Background: an optimization exercise with open tools, aiming at small area, a short achievable clock period and few clock cycles. Do not read the settings as production practice. Function was checked by simulation only, so behaviour that the tests miss may differ from the original.

## divider
module divider
(
    input clk,
    input rst,
    input  logic div_start,
    input logic [2:0] div_op,
    input  logic [31:0] dividend,  
    input  logic [31:0] divisor,  
    output logic [31:0] quotient,  
    output logic [31:0] remainder,  
    output logic div_stall,
    output logic div_done
);
For scale: about 120 flip-flops, ~140 I/O pins.
clock: 10.0 ns
lec_check: 0
cap_margin: 20
core_margin: 2
core_utilization: 40
place_density: 0.6
slew_margin: 20
standard.sh (not shown) runs the stock make flow with config.mk's settings and CLKGATE_MAP_FILE= SYNTH_SCRIPT=/design/flow/synth_recipe.tcl, a recipe that flattens the netlist after the stock synthesis.
==> flow/flow/run.sh <==
#!/bin/bash
# Standard layout (the standard.sh, unchanged synthesis), with two
# changes to how the layout is made:
#  - the port buffers are buf_1 cells (repair_timing upsizes them where
#    timing needs it) instead of the delay cells buffer_ports picks
#  - repair_timing aims for a setup slack of 5.4 ns
export BUFFER_PORTS_ARGS="-buffer_cell sky130_fd_sc_hd__buf_1"
export SETUP_SLACK_MARGIN=5.4
bash standard.sh > standard.log 2>&1
Testbench counts at the start, summed over its fixed seeds: cycles 16,580.
Next try:
==> flow/flow/run.sh (replaced) <==
#!/bin/bash
# Standard layout (the standard.sh, unchanged synthesis), with two
# changes to how the layout is made:
#  - the port buffers are buf_1 cells (repair_timing upsizes them where
#    timing needs it) instead of the delay cells buffer_ports picks
#  - repair_timing aims for a setup slack of 5.6 ns
export BUFFER_PORTS_ARGS="-buffer_cell sky130_fd_sc_hd__buf_1"
export SETUP_SLACK_MARGIN=5.6
bash standard.sh > standard.log 2>&1
CAP_MARGIN = 5   (was 20)
CTS_BUF_LIST = sky130_fd_sc_hd__clkbuf_4 sky130_fd_sc_hd__clkbuf_8   (was not set)
SLEW_MARGIN = 5   (was 20)
=>
- final cell count goes up by 0.79%
- routed wire length falls by about 0.6%
- worst setup slack improved by 0.21 ns

---

The RTL this note starts from:
==> flow/design.v <==
module divider
(
    input clk,
    input rst,
    input  logic div_start,
    input logic [2:0] div_op,
    input  logic [31:0] dividend,  
    input  logic [31:0] divisor,  
    output logic [31:0] quotient,  
    output logic [31:0] remainder,  
    output logic div_stall,
    output logic div_done
);
    localparam logic [2:0] S_IDLE = 3'b000, S_PREP = 3'b001, S_ITER = 3'b011,
                           S_FIX  = 3'b101, S_DONE = 3'b010;
    logic [2:0]  state;
    logic [31:0] rq;     
    logic [31:0] rr;     
    logic [31:0] rd;     
    logic [3:0]  cnt;    
    logic        nq;     
    logic        nr;     
    logic [5:0]  lza;    
    logic [5:0]  lzb;    
    logic        bzr;    
    logic [31:0] rq_s, rr_s;
    cneg u_nq (.x(rq), .n(nq), .y(rq_s));
    cneg u_nr (.x(rr), .n(nr), .y(rr_s));
    assign quotient  = rq;
    assign remainder = rr;
    assign div_stall = state[0] | (div_start & ~state[1]);
    assign div_done  = state[1] & ~state[0];
    logic sa_in, sb_in;
    logic [5:0] lza_in, lzb_in;
    assign sa_in = ~div_op[0] & dividend[31];
    assign sb_in = ~div_op[0] & divisor[31];
    lzc32 u_lza (.x(dividend ^ {32{sa_in}}), .n(lza_in));
    lzc32 u_lzb (.x(divisor ^ {32{sb_in}}), .n(lzb_in));
    logic       big;
    logic [4:0] diff;
    logic [3:0] itl;
    logic [4:0] itr;
    assign big  = lzb[5] | (lzb[4:1] == 4'hf);
    logic [6:0] dfull; assign dfull = {1'b0,lzb} + {6'd0, nq} + 7'd2 - {1'b0,lza}; assign diff = dfull[6] ? 5'd0 : dfull[4:0];
    assign itl  = big ? 4'd0 : diff[4:1];
    assign itr  = {big, itl};
    assign bzr  = lzb[5] & ~nr;
    logic [31:0] rot0, rot1, rot2, rot3, rot4, hm;
    assign rot0 = rq_s;
    assign rot1 = itr[0] ? {rot0[1:0],  rot0[31:2]}  : rot0;
    assign rot2 = itr[1] ? {rot1[3:0],  rot1[31:4]}  : rot1;
    assign rot3 = itr[2] ? {rot2[7:0],  rot2[31:8]}  : rot2;
    assign rot4 = itr[3] ? {rot3[15:0], rot3[31:16]} : rot3;
    assign hm = ~(32'hffff_ffff >> {itr, 1'b0});
    logic [33:0] x;
    assign x = {rr, rq[31:30]};
    logic [33:0] t1; logic c1;
    skadd #(34) u_t1 (.a(x), .b(~{2'b0, rd}), .ci(1'b1), .s(t1), .co(c1));
    logic [32:0] t2h; logic c2;
    skadd #(33) u_t2 (.a(x[33:1]), .b(~{1'b0, rd}), .ci(1'b1), .s(t2h), .co(c2));
    logic [34:0] a3, b3, d3, s3, c3, t3;
    logic c3o;
    assign a3 = {1'b0, x};
    assign b3 = ~{2'b0, rd, 1'b0};
    assign d3 = ~{3'b0, rd};
    assign s3 = a3 ^ b3 ^ d3;
    assign c3 = (a3 & b3) | (a3 & d3) | (b3 & d3);
    skadd #(35) u_t3 (.a(s3), .b({c3[33:0], 1'b1}), .ci(1'b1), .s(t3), .co(c3o));
    logic ge1, ge2, ge3;
    assign ge1 = c1;
    assign ge2 = c2;
    assign ge3 = ~t3[34];
    logic [31:0] r_next;
    logic [1:0]  q_dig;
    always_comb begin
        if (ge3)      r_next = t3[31:0];
        else if (ge2) r_next = {t2h[30:0], x[0]};
        else if (ge1) r_next = t1[31:0];
        else          r_next = x[31:0];
        q_dig = {ge2, ge3 | (ge1 & ~ge2)};
    end
    always_ff @(posedge clk) begin
        if (rst) state <= S_IDLE;
        else begin
            case (state)
                S_IDLE: if (div_start) state <= S_PREP;
                S_PREP: state <= (itr != 5'd0) ? S_ITER : (nq ^ nr) | nq ? S_FIX : S_DONE;
                S_ITER: if (cnt == 4'd0) state <= (nq | nr) ? S_FIX : S_DONE;
                S_FIX:  state <= S_DONE;
                default: state <= S_IDLE;
            endcase
        end
    end
    always_ff @(posedge clk) begin
        lza <= lza_in;
        lzb <= lzb_in;
        case (state)
            S_PREP: begin
                rr  <= rot4 & ~hm;
                rq  <= rot4 & hm;
                rd  <= rr_s;
                cnt <= itl - 4'd1;
                nq  <= (nq ^ nr) & ~bzr;
                nr  <= nq;
            end
            S_ITER: begin
                rr  <= r_next;
                rq  <= {rq[29:0], q_dig};
                cnt <= cnt - 4'd1;
            end
            S_FIX: begin
                rr  <= rr_s;
                rq  <= rq_s;
            end
            default: begin
                rr  <= divisor;
                rq  <= dividend;
                nq  <= sa_in;
                nr  <= sb_in;
            end
        endcase
    end
endmodule
module skadd #(parameter int W = 32)
(
    input  logic [W-1:0] a,
    input  logic [W-1:0] b,
    input  logic         ci,
    output logic [W-1:0] s,
    output logic         co
);
    logic [W-1:0] g, p, G, P;
    always_comb begin
        g = a & b;
        p = a ^ b;
        G = g;
        P = p;
        G[0] = g[0] | (p[0] & ci);
        for (int l = 0; (1 << l) < W; l++)
            for (int i = 0; i < W; i++)
                if ((i >> l) & 1) begin
                    G[i] = G[i] | (P[i] & G[((i >> l) << l) - 1]);
                    P[i] = P[i] & P[((i >> l) << l) - 1];
                end
    end
    assign s  = p ^ {G[W-2:0], ci};
    assign co = G[W-1];
endmodule
module cneg
(
    input  logic [31:0] x,
    input  logic        n,
    output logic [31:0] y
);
    logic [31:0] o;
    always_comb begin
        o = x;
        for (int l = 0; l < 5; l++)
            for (int i = 0; i < 32; i++)
                if ((i >> l) & 1)
                    o[i] = o[i] | o[((i >> l) << l) - 1];
    end
    assign y = x ^ ({32{n}} & {o[30:0], 1'b0});
endmodule
module lzc32
(
    input  logic [31:0] x,
    output logic [5:0]  n
);
    logic [31:0] v1;
    logic [15:0] v2;
    logic [7:0]  v3;
    logic [3:0]  v4;
    logic [4:0]  z;
    always_comb begin
        z[4] = (x[31:16] == 16'd0);
        v1   = z[4] ? {x[15:0], 16'd0} : x;
        z[3] = (v1[31:24] == 8'd0);
        v2   = z[3] ? v1[23:8] : v1[31:16];
        z[2] = (v2[15:12] == 4'd0);
        v3   = z[2] ? v2[11:4] : v2[15:8];
        z[1] = (v3[7:6] == 2'd0);
        v4   = z[1] ? v3[5:2] : v3[7:4];
        z[0] = ~v4[3];
        n    = (x == 32'd0) ? 6'd32 : {1'b0, z};
    end
endmodule
Settings: LEC_CHECK=0, CAP_MARGIN=20, CORE_MARGIN=2, CORE_UTILIZATION=60, PLACE_DENSITY=0.75, SETUP_SLACK_MARGIN=5, SLEW_MARGIN=20; clock period 10.0 ns.
run.sh (not shown) runs the stock make flow with config.mk's settings and CLKGATE_MAP_FILE= SYNTH_SCRIPT=/design/flow/synth_recipe.tcl, a recipe that flattens the netlist after the stock synthesis.
Stock flow here: none of the scripts above is used.
Testbench counts at the start, summed over its fixed seeds: cycles 16,580.
Then changed:
--- a/flow/config.mk
+++ b/flow/config.mk
@@ -8,6 +8,6 @@
 export CAP_MARGIN = 20
 export CORE_MARGIN = 2
-export CORE_UTILIZATION = 60
-export PLACE_DENSITY = 0.75
+export CORE_UTILIZATION = 40
+export PLACE_DENSITY = 0.6
 export SETUP_SLACK_MARGIN = 5
 export SLEW_MARGIN = 20
Outcome: Critical path depth decreases by 10; flip-flop and latch count is unchanged; worst hold slack is worse by 0.029 ns; register-to-register slack improves by 0.27 ns.

-- port drivers added, routing unchanged --
No port has a modelled driver above. Below, the same layouts with a new extraction and two added sets of constraints. Step 1 sets driving cells, clkbuf_16 on the clock port and buf_2 on the other inputs (assumed; they add their load-dependent delay and slew). Step 2 adds t to the input delays and takes it off the output delays; t is the mean of the earliest and latest rising clock arrival at the registers after step 1. Input paths then give back, and output paths get back, about the clock's delay inside the block. a / b / c = ideal / step 1 / step 2; a / b = the first two.
run | t (ns) | setup slack, ns | worst hold slack (ns) | worst setup path after step 2
the first run of note 1 | 0.477 | 5.402 / 5.402 / 5.015 | 0.621 / 0.621 / 0.621 | input to register
the second run of note 1 | 0.506 | 5.615 / 5.563 / 5.134 | 0.640 / 0.640 / 0.640 | input to register
the first run of note 2 | 0.480 | 4.900 / 4.900 / 4.641 | 0.684 / 0.684 / 0.684 | input to register
the second run of note 2 | 0.484 | 5.101 / 5.078 / 4.667 | 0.655 / 0.655 / 0.655 | input to register
After both steps every run listed still meets setup and hold. For the second run of note 1, which loses most, drivers alone change the setup slack by -0.052 ns; drivers and shift together by -0.481 ns.
